Context: an optimization exercise on an open-source flow, tuned for small area, a short achievable clock period and few clock cycles. The choices shown serve that exercise and are no tape-out recipe.
Only simulation tests tie the RTL to the original design; equivalence was not proved.

## design/flow/design.v

```verilog
module muldiv
(
    input  logic        clk,
    input  logic        rst,
    input  logic        start,
    input  logic [2:0]  funct3,
    input  logic [31:0] rs1,
    input  logic [31:0] rs2,
    output logic        ready,
    output logic        done,
    output logic [31:0] result
);
logic st_idle, st_mul, st_dneg, st_norm, st_div, st_corr, st_fix, st_done;
logic [64:0] X;
logic [32:0] Y;        
logic        dneg;     
logic [4:0]  cnt;
logic        o_hi;     
logic        o_corr;   
logic        o_rem;    
logic        o_neg;    
wire        p_sgn  = ~funct3[0];                           
wire        p_dneg = funct3[2] & p_sgn & rs2[31];
always_ff @(posedge clk) begin
    if (funct3[2])
        Y <= {1'b0, rs2 ^ {32{p_dneg}}};
    else
        Y <= {((funct3 == 3'b001) | (funct3 == 3'b010)) & rs1[31], rs1};
    dneg <= p_dneg;
end
logic sel_ah, sel_ar, sel_y1, sel_y2, sel_bh, sel_bl, sel_bm, inv, cin;
logic sel_c1, sel_c2, cneg;
wire [36:0] ysx = {{4{Y[32]}}, Y};
wire [36:0] aop = ({37{sel_ah}} & {{4{X[64]}}, X[64:32]})
                | ({37{sel_ar}} & {{3{X[64]}}, X[64:31]});
wire [36:0] bop = ({37{sel_y1}} & ysx)
                | ({37{sel_y2}} & {ysx[35:0], 1'b0})
                | ({37{sel_bh}} & {5'b00000, X[63:32]})
                | ({37{sel_bl}} & {5'b00000, X[31:0]})
                | ({37{sel_bm}} & {5'b00000, X[59:28]});
wire [34:0] cm    = ({35{sel_c1}} & ysx[34:0])
                  | ({35{sel_c2}} & {ysx[33:0], 1'b0});
wire [36:0] cop   = {cm ^ {35{cneg}}, {2{cneg}}};
wire [36:0] bx    = bop ^ {37{inv}};
wire [36:0] csum  = aop ^ bx ^ cop;
wire [36:0] ccar  = {(aop[35:0] & bx[35:0]) | (aop[35:0] & cop[35:0]) | (bx[35:0] & cop[35:0]), cneg};
wire [36:0] S;
muldiv_add37 add (.a(csum), .b(ccar), .cin(cin), .s(S));
wire        sneg  = S[36];
function automatic logic [3:0] niblen(input logic [31:0] x);
    niblen = 4'd0;
    for (int i = 0; i < 8; i++)
        if (x[4*i +: 4] != 4'd0) niblen = 4'(i + 1);
endfunction
wire       dz    = (Y[31:0] == 32'd0) & ~dneg;
wire [3:0] na    = niblen(X[63:32]);
wire [3:0] nd    = niblen(Y[31:0]);
logic [2:0] nnm1;
always_comb begin
    if (dz || na <= nd)      nnm1 = 3'd0;
    else if (na >= nd + 4'd7) nnm1 = 3'd7;
    else                     nnm1 = 3'(na - nd);
end
wire [63:0] xn = {32'd0, X[63:32]} << {~nnm1, 2'b00};    
wire last = (cnt == 5'd0);
wire [19:0] nxt0, nxt1;
muldiv_next nx0 (.sg(1'b0), .nxt(nxt0), .*);
muldiv_next nx1 (.sg(1'b1), .nxt(nxt1), .*);
wire [19:0] nxt = sneg ? nxt1 : nxt0;
wire [3:0] nx  = st_idle ? rs2[3:0] : X[7:4];
wire       npv = st_idle ? 1'b0 : X[3];
wire nb_one = nx[0] ^ npv;
wire nb_two = (nx[1] & ~nx[0] & ~npv) | (~nx[1] & nx[0] & npv);
wire nb_neg = nx[1] & ~(nx[0] & npv);
wire nc_one = nx[2] ^ nx[1];
wire nc_two = (nx[3] & ~nx[2] & ~nx[1]) | (~nx[3] & nx[2] & nx[1]);
wire nc_neg = nx[3] & ~(nx[2] & nx[1]);
wire x_hs = ~(st_idle | st_mul | st_norm);
wire x_ls = st_fix | st_dneg | st_corr | (st_div & last & o_rem);    
wire x_ld = ~(st_idle | st_mul | st_norm | x_ls);
always_ff @(posedge clk) begin
    X[64:32] <= ({33{st_idle}} & {1'b0, rs1 & {32{funct3[2]}}})
              | ({33{st_mul}}  & S[36:4])
              | ({33{st_norm}} & {1'b0, xn[63:32]})
              | ({33{x_hs}}    & {S[32] & ~st_dneg, S[31:0]});    
    X[31:0]  <= ({32{st_idle}} & rs2)
              | ({32{st_mul}}  & {S[3:0], X[31:4]})
              | ({32{st_norm}} & xn[31:0])
              | ({32{x_ls}}    & S[31:0])                         
              | ({32{x_ld}}    & {X[30:0], ~sneg});               
    cnt <= st_norm ? {nnm1, 2'b11} : (st_idle ? 5'd7 : cnt - 5'd1);
    if (st_idle) begin
        o_hi   <= (funct3 != 3'b000);
        o_corr <= funct3[1] & rs2[31];
        o_rem  <= funct3[1];
        o_neg  <= funct3[1] ? (p_sgn & rs1[31]) : (p_sgn & (rs1[31] ^ rs2[31]));
    end
    {sel_ah, sel_ar, sel_y1, sel_y2, sel_bh, sel_bl, sel_bm, inv, cin, sel_c1, sel_c2, cneg} <= nxt[19:8];
    if (rst) begin
        {st_idle, st_mul, st_dneg, st_norm, st_div, st_corr, st_fix, st_done} <= 8'b10000000;
    end else begin
        {st_idle, st_mul, st_dneg, st_norm, st_div, st_corr, st_fix, st_done}
            <= nxt[7:0];
    end
end
assign ready  = st_idle;
assign done   = st_done;
assign result = X[31:0];
endmodule
module muldiv_next
(
    input  logic        sg,
    input  logic        st_idle, st_mul, st_dneg, st_norm, st_div, st_corr, st_fix, st_done,
    input  logic        start,
    input  logic [2:0]  funct3,
    input  logic [31:0] rs1,
    input  logic        p_sgn, p_dneg,
    input  logic        last, dz,
    input  logic        o_hi, o_corr, o_rem, o_neg,
    input  logic        nb_one, nb_two, nb_neg, nc_one, nc_two, nc_neg,
    output logic [19:0] nxt
);
wire early  = sg | dz;                  
wire n_idle = (st_idle & ~start) | st_done;
wire n_mul  = (st_idle & start & ~funct3[2]) | (st_mul & ~last);
wire n_dneg = st_idle & start & funct3[2] & p_sgn & rs1[31];
wire n_norm = (st_idle & start & funct3[2] & ~(p_sgn & rs1[31])) | st_dneg;
wire n_div  = (st_norm & ~early) | (st_div & ~last);
wire n_corr = st_div & last & o_rem & sg;
wire n_fix  = (st_mul & last & o_hi)
            | (st_norm & early)
            | (st_div & last & o_neg & ~(o_rem & sg))
            | (st_corr & o_neg);
wire n_done = (st_mul & last & ~o_hi)
            | (st_div & last & ~o_neg & ~(o_rem & sg))
            | (st_corr & ~o_neg);
wire n_sub  = st_norm | ~sg;
logic nf_ah, nf_by, nf_bh, nf_bl, nf_bm, nf_inv, nf_cin;
always_comb begin
    if (st_mul) begin
        nf_ah = 1'b1; nf_by = o_corr; nf_bh = 1'b0; nf_bl = 1'b0; nf_bm = 1'b0; nf_inv = 1'b0; nf_cin = 1'b0;
    end else if (st_norm) begin
        nf_ah = 1'b0; nf_by = 1'b0; nf_bh = 1'b0; nf_bl = 1'b0; nf_bm = o_rem;
        nf_inv = o_rem ? o_neg : dz;
        nf_cin = o_rem & o_neg;
    end else begin
        nf_ah = 1'b0; nf_by = 1'b0; nf_bh = o_rem; nf_bl = ~o_rem; nf_bm = 1'b0; nf_inv = o_neg; nf_cin = o_neg;
    end
end
assign nxt[19] = n_mul | n_norm | n_corr | (n_fix & nf_ah);                           
assign nxt[18] = n_div;                                                               
assign nxt[17] = (n_mul & nb_one) | n_div | n_norm | n_corr | (n_fix & nf_by);        
assign nxt[16] = n_mul & nb_two;                                                      
assign nxt[15] = n_dneg | (n_fix & nf_bh);                                            
assign nxt[14] = n_fix & nf_bl;                                                       
assign nxt[13] = n_fix & nf_bm;                                                       
assign nxt[12] = (n_mul & nb_neg) | (n_div & n_sub) | n_norm | n_dneg | (n_fix & nf_inv);  
assign nxt[11] = (n_mul & nb_neg) | (n_div & (n_sub ^ p_dneg)) | (n_norm & ~p_dneg)
               | (n_corr & p_dneg) | n_dneg | (n_fix & nf_cin);                       
assign nxt[10]  = n_mul & nc_one;                                                      
assign nxt[9]  = n_mul & nc_two;                                                      
assign nxt[8]  = n_mul & nc_neg;                                                      
assign nxt[7:0] = {n_idle, n_mul, n_dneg, n_norm, n_div, n_corr, n_fix, n_done | st_fix};
endmodule
module muldiv_add37
(
    input  logic [36:0] a,
    input  logic [36:0] b,
    input  logic        cin,
    output logic [36:0] s
);
wire [36:0] g = a & b;
wire [36:0] p = a ^ b;
wire [37*7-1:0] G, P;
assign G[36:0] = {g[36:1], g[0] | (p[0] & cin)};
assign P[36:0] = p;
genvar l, i;
generate
    for (l = 0; l < 6; l++) begin : lvl
        for (i = 0; i < 37; i++) begin : bit_
            if (((i >> l) & 1) == 1) begin : op
                localparam int J = ((i >> l) << l) - 1;
                assign G[37*(l+1) + i] = G[37*l + i] | (P[37*l + i] & G[37*l + J]);
                assign P[37*(l+1) + i] = P[37*l + i] & P[37*l + J];
            end else begin : pass
                assign G[37*(l+1) + i] = G[37*l + i];
                assign P[37*(l+1) + i] = P[37*l + i];
            end
        end
    end
endgenerate
assign s = p ^ {G[37*6 +: 36], cin};
endmodule
```

## design/flow/flow/run.sh

```bash
#!/bin/bash
# The standard layout (standard.sh), with each port buffered by a
# sky130_fd_sc_hd__buf_1 instead of the larger cell buffer_ports picks.
# standard.sh's output goes to standard.log in this folder.
export BUFFER_PORTS_ARGS="-buffer_cell sky130_fd_sc_hd__buf_1"
bash standard.sh > standard.log 2>&1
```

## design/flow/constraint.sdc

```tcl
create_clock -name core_clock -period 9.0 [get_ports {clk}]
set_input_delay 1.8000 -clock core_clock [delete_from_list [all_inputs] [get_ports {clk}]]
set_output_delay 1.8000 -clock core_clock [all_outputs]
set_load 0.01 [all_outputs]
```

## design/flow/config.mk

```make
export PLATFORM = sky130hd
export DESIGN_NAME = muldiv
export DESIGN_NICKNAME = muldiv
export VERILOG_FILES = /design/flow/design.v
export SDC_FILE = /design/flow/constraint.sdc
export NUM_CORES = 4
export LEC_CHECK = 0
export ABC_CLOCK_PERIOD_IN_PS = 4000
export CAP_MARGIN = 20
export CORE_MARGIN = 2
export CORE_UTILIZATION = 50
export CTS_BUF_LIST = sky130_fd_sc_hd__clkbuf_4 sky130_fd_sc_hd__clkbuf_8
export SETUP_SLACK_MARGIN = 4.5
export SLEW_MARGIN = 20
```

## design/flow/standard.sh

```bash
#!/bin/bash
# synth_recipe.tcl (not shown) runs the flow's synth.tcl, then flattens the netlist and writes it again
# the make line also repeats each setting of config.mk as NAME=value (left out here)
make -C /OpenROAD-flow-scripts/flow DESIGN_CONFIG=/design/flow/config.mk WORK_HOME=/design/flow/orfs CLKGATE_MAP_FILE= SYNTH_SCRIPT=/design/flow/synth_recipe.tcl "${@:-finish}"
```

==> flow_summary.yaml, run 1 <==
outcome:
  status: "finished clean"
grt:
  grt_pass1_vias: 11600
  grt.total_usage_pct: 39.6
  antenna_found_initial: 0
  grt_max_degree: 69
  grt_pass1_wl_mm: 72.4
  grt_overflow: 0
floorplanning:
  start_util_pct: 51.1
  die_y_um: 156
  fp.dieW_um: 156
  pin_count: 104
  core-area_um2: 22600
  rows: 55
  die_area_um2: 24400
clock_tree:
  cts_hold_buf: 0
  clk_pin_slew_ns: 0.09
  htree_num_levels: 4
  clock_latency_ns: 0.48
  cts.sinks: 128
  tritoncts: "yes"
  cts_buffers: 17
  cts-root-buf: "clkbuf_8"
  clk_path_buf_depth: 2
route:
  drc: 0
  vias_per_cell: 7.05
  wire_per_inst_um: 27.8
  drtIter0Drc: 2092
  drt-total-wl_mm: 49.2
  num_vias: 12500
  antenna_left: 0
  drt_first_pass_iters: 10
synth:
  ys_seq_elements: 128
  syn_area_um2: 11600
  syn_area_per_cell_um2: 8.15
  synth_edf_count: 4
  syn_inst: 1420
  yosysSeqAreaShare_pct: 22.5
  synth_ff_type: "dfxtp_1"
  ys_types: 72
  syn_nets: 1581
  ys_async_sr_fraction_pct: 0
  yosysWarnings: 2
setup_path:
  cp-end-kind: "register"
  worstSetupPathType: "register to register"
  path_max_fanout: 11
  crit_required_ns: 9.37
  cp_data_arrival_time_ns: 4.97
  cp-start-kind: "register"
sta:
  setup_viol: 0
  worst_slack_ns: 4.41
  hold_viol_final: 0
  period_minus_slack_ns: 4.59
  finalCritPeriodShare_pct: 51.0
  tightest_slew_ns: 1.10
  rsz0062_at_grt: "yes"
  finalMaxSlewViolations: 0
  max_freq_mhz: 218
  setup-tns-final_ns: 0
  fin_skew_ns: 0.0197
  maxSlewHeadroom_pct: 25.7
  fin_hold_ws_ns: 0.417
cells_and_area:
  final_core_util_pct: 58.2
  final_cell_mix: "nand2_1, a22oi_1, dfxtp_1"
  top_regs: "X x65, Y x33, cnt x5"
  drive_above_1_share_pct: 13.3
  nNetsFinal: 1632
  syn_to_final_growth_pct: 13.9
  layout_commonest_cell: "nand2_1"
  fin_area_um2: 13200
  top_register: "X"
  largest_register_ffs: 65
  nFillCells: 2154
place:
  place_area_um2: 11800
  globalplace.congestion: 0.991
  dp_hpwl_mm: 33.6
  pre_cts_ws_ns: 3.21
  port_buffers: 103
flow_run:
  max-cap-violations: 0
worst_hold_path:
  min_path_type: "register to register"
[final timing paths]
kind,startpoint,endpoint,slack [ns],cells past startpoint
setup / recovery,sel_y1$_DFF_P_,X[60]$_DFF_P_,4.41,17
hold reg to reg,cnt[0]$_SDFF_PP1_,cnt[0]$_SDFF_PP1_,0.42,1
hold / removal,cnt[0]$_SDFF_PP1_,cnt[0]$_SDFF_PP1_,0.42,1
setup reg to reg,sel_y1$_DFF_P_,X[60]$_DFF_P_,4.41,17
[Yosys cell counts (all sizes together) (8+ instances only)]
cell type | count | area [µm²]
dfxtp | 124 | 2480
a222oi | 58 | 581
a21oi | 78 | 390
or4 | 9 | 67.6
o221ai | 12 | 105
buf | 49 | 334
and2 | 9 | 56.3
nor2b | 13 | 81.3
nand2b | 8 | 50.1
xor2 | 49 | 429
fa | 43 | 861
nor3 | 11 | 55.1
nand2 | 139 | 522
xnor2 | 84 | 736
inv | 94 | 353
nand3 | 24 | 120
ha | 48 | 601
a22oi | 125 | 938
clkbuf | 93 | 349
o21ai | 56 | 280
o211ai | 19 | 143
a221o | 14 | 140
mux2i | 39 | 394
nor4 | 13 | 113
a211oi | 8 | 60.1
a21o | 10 | 75.1
nor2 | 86 | 325
a221oi | 9 | 78.8
[logic make-up (layout without fill, tap and decap cells)]
| group | count (synthesis) | after routing | synth area share (%) |
|---|---|---|---|
| AOI/OAI and AO/OA | 446 | 448 | 28.1 |
| and+or+nand+nor | 341 | 341 | 13.8 |
| buffers and inverters | 237 | 299 | 8.99 |
| xor gates and xnor gates | 133 | 133 | 10.1 |
| DFF | 128 | 128 | 22.5 |
| adders and majority gates | 91 | 91 | 12.6 |
| muxes | 44 | 44 | 3.89 |
| other | 0 | 1 | 0 |
[through the flow]
stage,instances
after floorplan,1420
after global placement,1692
after detailed placement,1692
after CTS,1738
after global routing,1769
final,1770
[critical path: stages, from the launching register on]
cell	delay, ns
dfxtp_4	0.36
buf_12	0.15
a222oi_1	0.34
nand2_1	0.10
xor2_1	0.17
fa_1	0.53
inv_1	0.06
fa_2	0.38
nand2b_4	0.18
a211oi_4	0.37
o21ai_4	0.12
a2111oi_4	0.36
buf_4	0.22
o21ai_4	0.07
and2_4	0.18
fa_2	0.59
nor2_1	0.05
a221o_1	0.26
[layout make-up]
| class | count | area, µm² | area share, % |
|---|---|---|---|
| clock inverter | 14 | 134 | 1.02 |
| clock buffer | 18 | 241 | 1.83 |
| timing repair buffer | 172 | 1040 | 7.93 |
| inverter | 95 | 357 | 2.71 |
| antenna | 1 | 2.50 | 0.0190 |
| tap | 285 | 357 | 2.71 |
| sequential | 128 | 2630 | 20.0 |
| multi-input combinational | 1057 | 8410 | 63.8 |
[repair_timing]
action                                 CTS  global route
setup endpoints to repair               77            71
cloned                                   2             2
endpoints found under the hold margin    0             0
pin swaps                               15            36
buffers inserted                        12            28
gates resized for setup                 45            71
[routing by layer]
layer | up-vias | global-route usage [%] | part of all wire (%)
met4 | 0 | 15.7 | 4.5
met5 | - | 0 | 0
met3 | 174 | 8.28 | 13
met2 | 990 | 59.9 | 43
li1 | 5316 | - | -
met1 | 6003 | 55.2 | 39
Testbench counts, summed over its fixed seeds: cycles 32,841.
==> inputs of run 2 (changes only) <==
--- a/design/flow/config.mk
+++ b/design/flow/config.mk
@@ -6,9 +6,9 @@
 export NUM_CORES = 4
 export LEC_CHECK = 0
 export ABC_CLOCK_PERIOD_IN_PS = 4000
-export CAP_MARGIN = 20
+export CAP_MARGIN = 10
 export CORE_MARGIN = 2
 export CORE_UTILIZATION = 50
 export CTS_BUF_LIST = sky130_fd_sc_hd__clkbuf_4 sky130_fd_sc_hd__clkbuf_8
-export SETUP_SLACK_MARGIN = 4.5
-export SLEW_MARGIN = 20
+export SETUP_SLACK_MARGIN = 4.0
+export SLEW_MARGIN = 10
==> run 2 against run 1 <==
Setup slack got worse by 0.23 ns; global-route usage fell by 0.64 points; final cell count fell by 2.1%.
==> flow_summary.yaml, run 2 <==
grt:
  antenna_found_initial: 0
  grt_max_degree: 69
  grt.total_usage_pct: 39.0
  grt_pass1_wl_mm: 71.2
  grt_pass1_vias: 11400
  grt_overflow: 0
floorplanning:
  die_y_um: 156
  fp.dieW_um: 156
  start_util_pct: 51.1
  die_area_um2: 24400
  core-area_um2: 22600
  pin_count: 104
  rows: 55
cells_and_area:
  final_core_util_pct: 54.9
  final_cell_mix: "nand2_1, a22oi_1, dfxtp_1"
  seqCellArea_um2: 2610
  top_regs: "X x65, Y x33, cnt x5"
  syn_to_final_growth_pct: 7.41
  layout_commonest_cell: "nand2_1"
  drive_above_1_share_pct: 7.39
  nNetsFinal: 1595
  multi_input_area_um2: 8050
  top_register: "X"
  nFillCells: 2208
  largest_register_ffs: 65
setup_path:
  crit_slowest_cell: "fa_1"
  cp_data_arrival_time_ns: 5.20
  cp-start-kind: "register"
  cpPeakStageDelay_ns: 0.58
  path_max_fanout: 32
  critical_path.cell_chain: "buf_4 > a222oi_1 > nand2_1 > xor2_1 > fa_1 > inv_1 > fa_2 > nand2b_2 > a211oi_4 > o21ai_4 > a2111oi_4 > buf_4 > o21ai_1 > and2_4 > fa_1 > nor2_1 > a221o_1"
  worstSetupPathType: "register to register"
  crit_required_ns: 9.37
  cp-end-kind: "register"
  path_buf_inv: 3
  crit_family: "adder cells"
synth:
  synth_most_common_cell: "nand2_1"
  yosysWarnings: 2
  syn_nets: 1581
  synth_edf_count: 4
  synth.area.top_cells: "dfxtp_1, a22oi_1, fa_1"
  yosys.area.top_type_share_pct: 21.5
  ys_async_sr_fraction_pct: 0
  syn_inst: 1420
  synth_commonest_cells: "nand2_1, a22oi_1, dfxtp_1"
  synth_ff_type: "dfxtp_1"
  ys_types: 72
  syn_area_per_cell_um2: 8.15
  yosysSeqAreaShare_pct: 22.5
  ys_seq_elements: 128
  yosysTopAreaCell: "dfxtp_1"
  syn_area_um2: 11600
sta:
  rsz0062_at_grt: "yes"
  setup-tns-final_ns: 0
  finalCritPeriodShare_pct: 53.6
  max_freq_mhz: 207
  tightest_slew_ns: 1.09
  period_minus_slack_ns: 4.83
  hold_viol_final: 0
  finalMaxSlewViolations: 0
  setup_viol: 0
  fin_skew_ns: 0.0208
  maxSlewHeadroom_pct: 27.0
route:
  drtIter0Drc: 1946
  drt-total-wl_mm: 47.3
  antenna_left: 0
  drc: 0
  drt_first_pass_iters: 8
  wire_per_inst_um: 27.3
  num_vias: 12000
  vias_per_cell: 6.93
clock_tree:
  clk_path_buf_depth: 2
  cts-root-buf: "clkbuf_8"
  cts_hold_buf: 0
  cts_buffers: 17
  tritoncts: "yes"
  clk_pin_slew_ns: 0.09
  htree_num_levels: 4
  cts.sinks: 128
  clock_latency_ns: 0.47
outcome:
  status: "finished clean"
worst_hold_path:
  min_path_type: "register to register"
place:
  globalplace.congestion: 0.991
  dp_hpwl_mm: 33.6
  port_buffers: 103
flow_run:
  max-cap-violations: 0
run 2: cell counts after synthesis:
Identical to the previous run, type by type.
run 2: timing repair:
action                                  4_1_cts  5_1_grt
endpoints found under the setup margin       58       62
gates cloned                                  0        0
pin swaps                                     1        8
setup buffers                                 5        3
gates resized for setup                      10       19
run 2: path summary, 6_finish.rpt:
kind | startpoint | endpoint | slack [ns] | depth (start not counted)
setup / recovery | sel_bl$_DFF_P_ | X[60]$_DFF_P_ | 4.17 | 17
setup reg to reg | sel_bl$_DFF_P_ | X[60]$_DFF_P_ | 4.17 | 17
hold / removal | cnt[0]$_SDFF_PP1_ | cnt[0]$_SDFF_PP1_ | 0.42 | 1
hold reg to reg | cnt[0]$_SDFF_PP1_ | cnt[0]$_SDFF_PP1_ | 0.42 | 1
run 2: final cells by class:
type	instances	area share (%)
multi-input cells	1055	64.8
flip-flops and latches	128	21.0
repair buffers	137	5.38
inverters	95	2.87
well taps	285	2.87
clock buffers	18	1.94
clock inverters	14	1.08
diodes	1	0.0201
run 2: logic make-up after synthesis:
kind of cell    share of synthesized area (%)
compound gates                           28.1
xor+xnor                                 10.1
fa+ha+maj                                12.6
buf+inv                                  8.99
flops                                    22.5
mux                                      3.89
simple gates                             13.8
run 2: layer usage:
| layer | share of wire [%] | track usage (%) |
|---|---|---|
| met5 | 0 | 0 |
| met4 | 3.9 | 15.2 |
| met3 | 12 | 8.78 |
| met2 | 43 | 58.6 |
| met1 | 41 | 54.3 |
run 2: metrics by stage:
stage / hold WS [ns] / cell area (µm²) / instances / setup slack, ns
2_1_floorplan: 0.371 / 11600 / 1420 / 4.53
3_3_place_gp: 0.389 / 11800 / 1692 / 3.20
3_5_place_dp: 0.391 / 11800 / 1692 / 3.21
4_1_cts: 0.418 / 12300 / 1729 / 4.01
5_1_grt: 0.438 / 12400 / 1732 / 3.92
6_report: 0.417 / 12400 / 1733 / 4.17
==> inputs of run 3 (changes only) <==
--- a/design/flow/design.v
+++ b/design/flow/design.v
@@ -23,7 +23,7 @@
 wire        p_dneg = funct3[2] & p_sgn & rs2[31];
 always_ff @(posedge clk) begin
     if (funct3[2])
-        Y <= {1'b0, rs2 ^ {32{p_dneg}}};
+        Y <= {p_dneg, rs2};
     else
         Y <= {((funct3 == 3'b001) | (funct3 == 3'b010)) & rs1[31], rs1};
     dneg <= p_dneg;
@@ -47,14 +47,14 @@
 wire [36:0] S;
 muldiv_add37 add (.a(csum), .b(ccar), .cin(cin), .s(S));
 wire        sneg  = S[36];
-function automatic logic [3:0] niblen(input logic [31:0] x);
+function automatic logic [3:0] niblen(input logic [31:0] x, input logic s);
     niblen = 4'd0;
     for (int i = 0; i < 8; i++)
-        if (x[4*i +: 4] != 4'd0) niblen = 4'(i + 1);
+        if (x[4*i +: 4] != {4{s}}) niblen = 4'(i + 1);
 endfunction
-wire       dz    = (Y[31:0] == 32'd0) & ~dneg;
-wire [3:0] na    = niblen(X[63:32]);
-wire [3:0] nd    = niblen(Y[31:0]);
+wire       dz    = (Y[31:0] == 32'd0);
+wire [3:0] na    = niblen(X[63:32], 1'b0);
+wire [3:0] nd    = niblen(Y[31:0], dneg);    
 logic [2:0] nnm1;
 always_comb begin
     if (dz || na <= nd)      nnm1 = 3'd0;
@@ -154,7 +154,8 @@
 assign nxt[15] = n_dneg | (n_fix & nf_bh);                                            
 assign nxt[14] = n_fix & nf_bl;                                                       
 assign nxt[13] = n_fix & nf_bm;                                                       
-assign nxt[12] = (n_mul & nb_neg) | (n_div & n_sub) | n_norm | n_dneg | (n_fix & nf_inv);  
+assign nxt[12] = (n_mul & nb_neg) | (n_div & (n_sub ^ p_dneg)) | (n_norm & ~p_dneg)
+               | (n_corr & p_dneg) | n_dneg | (n_fix & nf_inv);                       
 assign nxt[11] = (n_mul & nb_neg) | (n_div & (n_sub ^ p_dneg)) | (n_norm & ~p_dneg)
                | (n_corr & p_dneg) | n_dneg | (n_fix & nf_cin);                       
 assign nxt[10]  = n_mul & nc_one;                                                      
--- a/design/flow/config.mk
+++ b/design/flow/config.mk
@@ -6,9 +6,9 @@
 export NUM_CORES = 4
 export LEC_CHECK = 0
 export ABC_CLOCK_PERIOD_IN_PS = 4000
-export CAP_MARGIN = 10
+export CAP_MARGIN = 20
 export CORE_MARGIN = 2
 export CORE_UTILIZATION = 50
 export CTS_BUF_LIST = sky130_fd_sc_hd__clkbuf_4 sky130_fd_sc_hd__clkbuf_8
 export SETUP_SLACK_MARGIN = 4.0
-export SLEW_MARGIN = 10
+export SLEW_MARGIN = 20
==> run 3 against run 2 <==
Area after synthesis is 0.84% lower; sequential share of layout area is 0.078 points lower; critical path type unchanged; cell area is 0.13% higher.
==> flow_summary.yaml, run 3 <==
outcome:
  status: "finished clean"
route:
  wire_per_inst_um: 28.8
  vias_per_cell: 7.06
  num_vias: 11900
  drt-total-wl_mm: 48.3
  drtIter0Drc: 2149
  antenna_left: 0
  drt_first_pass_iters: 10
  drc: 0
setup_path:
  worstSetupPathType: "register to register"
  crit_required_ns: 9.35
  rr_startpoint: "Y[4]$_DFF_P_"
  crit_slowest_cell: "mux2i_1"
  path_buf_inv: 0
  path_max_fanout: 13
  critical_path.cell_chain: "or4_1 > o22ai_1 > o221ai_1 > nand2_1 > a21boi_0 > o21ai_0 > nand2_1 > ha_1 > ha_1 > a21oi_1 > o211ai_1 > nand3_4 > mux2i_1 > mux4_2 > o221ai_1"
  cp_data_arrival_time_ns: 5.22
  cp-start-kind: "register"
  crit_start: "Y[4]$_DFF_P_"
  cp-end-kind: "register"
  crit_family: "compound AO/OA/AOI/OAI gates"
  cpPeakStageDelay_ns: 0.72
floorplanning:
  rows: 55
  die_area_um2: 24200
  start_util_pct: 50.8
  pin_count: 104
  die_y_um: 155
  fp.dieW_um: 155
  core-area_um2: 22600
grt:
  grt_overflow: 0
  grt_pass1_vias: 11400
  grt_max_degree: 61
  grt.total_usage_pct: 40.1
  grt_pass1_wl_mm: 72.8
  antenna_found_initial: 1
cells_and_area:
  drive_above_1_share_pct: 10.6
  final_core_util_pct: 55.1
  nNetsFinal: 1541
  top_regs: "X x65, Y x33, cnt x5"
  largest_register_ffs: 65
  fin_area_um2: 12400
  final_cells: 1679
  layout_commonest_cell: "nand2_1"
  top_register: "X"
  syn_to_final_growth_pct: 8.47
  final_cell_mix: "nand2_1, dfxtp_1, a22oi_1"
worst_hold_path:
  min_path_type: "register to register"
  hold_start: "cnt[0]$_SDFF_PP1_"
sta:
  setup_viol: 0
  finalMaxSlewViolations: 0
  worst_slack_ns: 4.13
  period_minus_slack_ns: 4.87
  hold_viol_final: 0
  rsz0062_at_grt: "no"
  setup-tns-final_ns: 0
  finalCritPeriodShare_pct: 54.1
  max_freq_mhz: 205
  fin_skew_ns: 0.0193
  tightest_slew_ns: 0.910
  maxSlewHeadroom_pct: 38.7
clock_tree:
  cts_buffers: 17
  clk_path_buf_depth: 2
  clock_latency_ns: 0.49
  cts_hold_buf: 0
  htree_num_levels: 4
  tritoncts: "yes"
  clk_pin_slew_ns: 0.10
  cts-root-buf: "clkbuf_8"
  cts.sinks: 128
synth:
  synth_ff_type: "dfxtp_1"
  yosysSeqAreaShare_pct: 22.7
  yosysWarnings: 2
  synth.mux.area_fraction_pct: 8.02
  yosys.area.top_type_share_pct: 21.6
  synth_xor_area_share_pct: 7.87
  synth.area.top_cells: "dfxtp_1, a22oi_1, fa_1"
  synth_most_common_cell: "nand2_1"
  syn_area_um2: 11500
  syn_inst: 1356
  synth_top_family_by_area: "compound AO/OA/AOI/OAI gates"
  ys_async_sr_fraction_pct: 0
  synth_edf_count: 4
  ys_types: 66
  synth_commonest_cells: "nand2_1, dfxtp_1, a22oi_1"
  syn_area_per_cell_um2: 8.46
  yosysTopAreaCell: "dfxtp_1"
  synth-compound-area-share_pct: 26.8
  synthSimpleGateAreaFrac_pct: 12.9
  ys_seq_elements: 128
  syn_nets: 1517
  synthAdderAreaFrac_pct: 12.7
place:
  port_buffers: 103
  place_area_um2: 11800
  dp_cells: 1636
  pre_cts_ws_ns: 3.48
  globalplace.congestion: 1.02
  dp_hpwl_mm: 34.2
flow_run:
  max-cap-violations: 0
-- run 3: changes by cell type in the layout (fill, tap and decap cells not counted), sizes merged, moves of 7 or more --
cell   before  now
o21ai      56   40
a21oi      78   46
nor3       11   19
nor2       86   37
xnor2      84   53
mux2i      39   48
mux2        5   37
a22oi     125  118
inv        98  111
-- run 3: cells by family (layout without fill, tap and decap cells) --
logic type      count (synthesis)  in the layout
compound gates                404            404
simple gates                  308            308
buf+inv                       236            273
flops                         128            128
xor+xnor                      103            103
fa+ha+maj                      91             91
mux                            86             86
other cells                     0              1
-- run 3: per-layer routing --
metal	up-vias	routed length (µm)	part of all wire (%)	track usage [%]
met5	-	0	0	0
met4	0	2280	4.7	18.1
met3	168	5520	11	8.97
met2	910	21400	44	62.1
met1	5681	19100	40	53.6
li1	5093	-	-	-
-- run 3: final timing paths --
path / slack (ns) / to / cells after the start
min: 0.41 / cnt[0]$_SDFF_PP1_ / 1
max: 4.13 / X[30]$_DFF_P_ / 15
max reg2reg: 4.13 / X[30]$_DFF_P_ / 15
min reg2reg: 0.41 / cnt[0]$_SDFF_PP1_ / 1
-- run 3: timing repair --
item                       4_1_cts  5_1_grt
setup endpoints to repair       67       70
setup buffers                    0       10
gates resized for setup         12       22
pin swaps                        0        6
-- run 3: metrics by stage --
stage                     hold slack, ns
after floorplan                    0.371
after global placement             0.387
after detailed placement           0.388
after CTS                          0.410
after global routing               0.431
final                              0.408
-- run 3: area by class of cell --
| type | instances | area, µm² |
|---|---|---|
| multi-input combinational | 992 | 8030 |
| tap | 285 | 357 |
| fill | 2211 | 10100 |
| clock buffer | 17 | 234 |
| antenna | 1 | 2.50 |
| inverter | 100 | 375 |
| sequential | 128 | 2610 |
| timing repair buffer | 141 | 681 |
| clock inverter | 15 | 158 |
-- run 3: worst reg2reg max path, cell delays in order (launching register included) --
cell and delay [ns]:
dfxtp_1 0.38, or4_1 0.57, o22ai_1 0.33, o221ai_1 0.18
nand2_1 0.11, a21boi_0 0.10, o21ai_0 0.25, nand2_1 0.15
ha_1 0.33, ha_1 0.29, a21oi_1 0.29, o211ai_1 0.23
nand3_4 0.30, mux2i_1 0.73, mux4_2 0.40, o221ai_1 0.11
Testbench counts of run 3, summed over its fixed seeds: cycles 32,841.

[port drivers added, routing unchanged]
The flow's constraints put no driver on any port. The routed layouts listed below were extracted and timed again, unchanged, in two steps. Step 1, drivers: a clkbuf_16 drives clk and a buf_2 each remaining input, both assumed. Step 2, shift: input delay + t, output delay - t, t = (earliest + latest rising clock arrival at the registers) / 2. This alone moves slack from input paths to output paths. Slacks: ideal ports / drivers / drivers and shift; pairs: ideal ports / drivers.
run | t, ns | setup WS [ns] | hold WS [ns] | clock arrival spread, ns | worst register clock-pin slew, ns
run 1 | 0.509 | 4.406 / 4.406 / 4.406 | 0.417 / 0.417 / 0.417 | 0.020 / 0.020 | 0.09 / 0.09
run 2 | 0.504 | 4.173 / 4.173 / 4.173 | 0.417 / 0.417 / 0.417 | 0.020 / 0.021 | 0.10 / 0.10
run 3 | 0.530 | 4.128 / 4.128 / 4.128 | 0.408 / 0.408 / 0.408 | 0.019 / 0.019 | 0.11 / 0.11
After both steps every run listed still meets setup and hold.
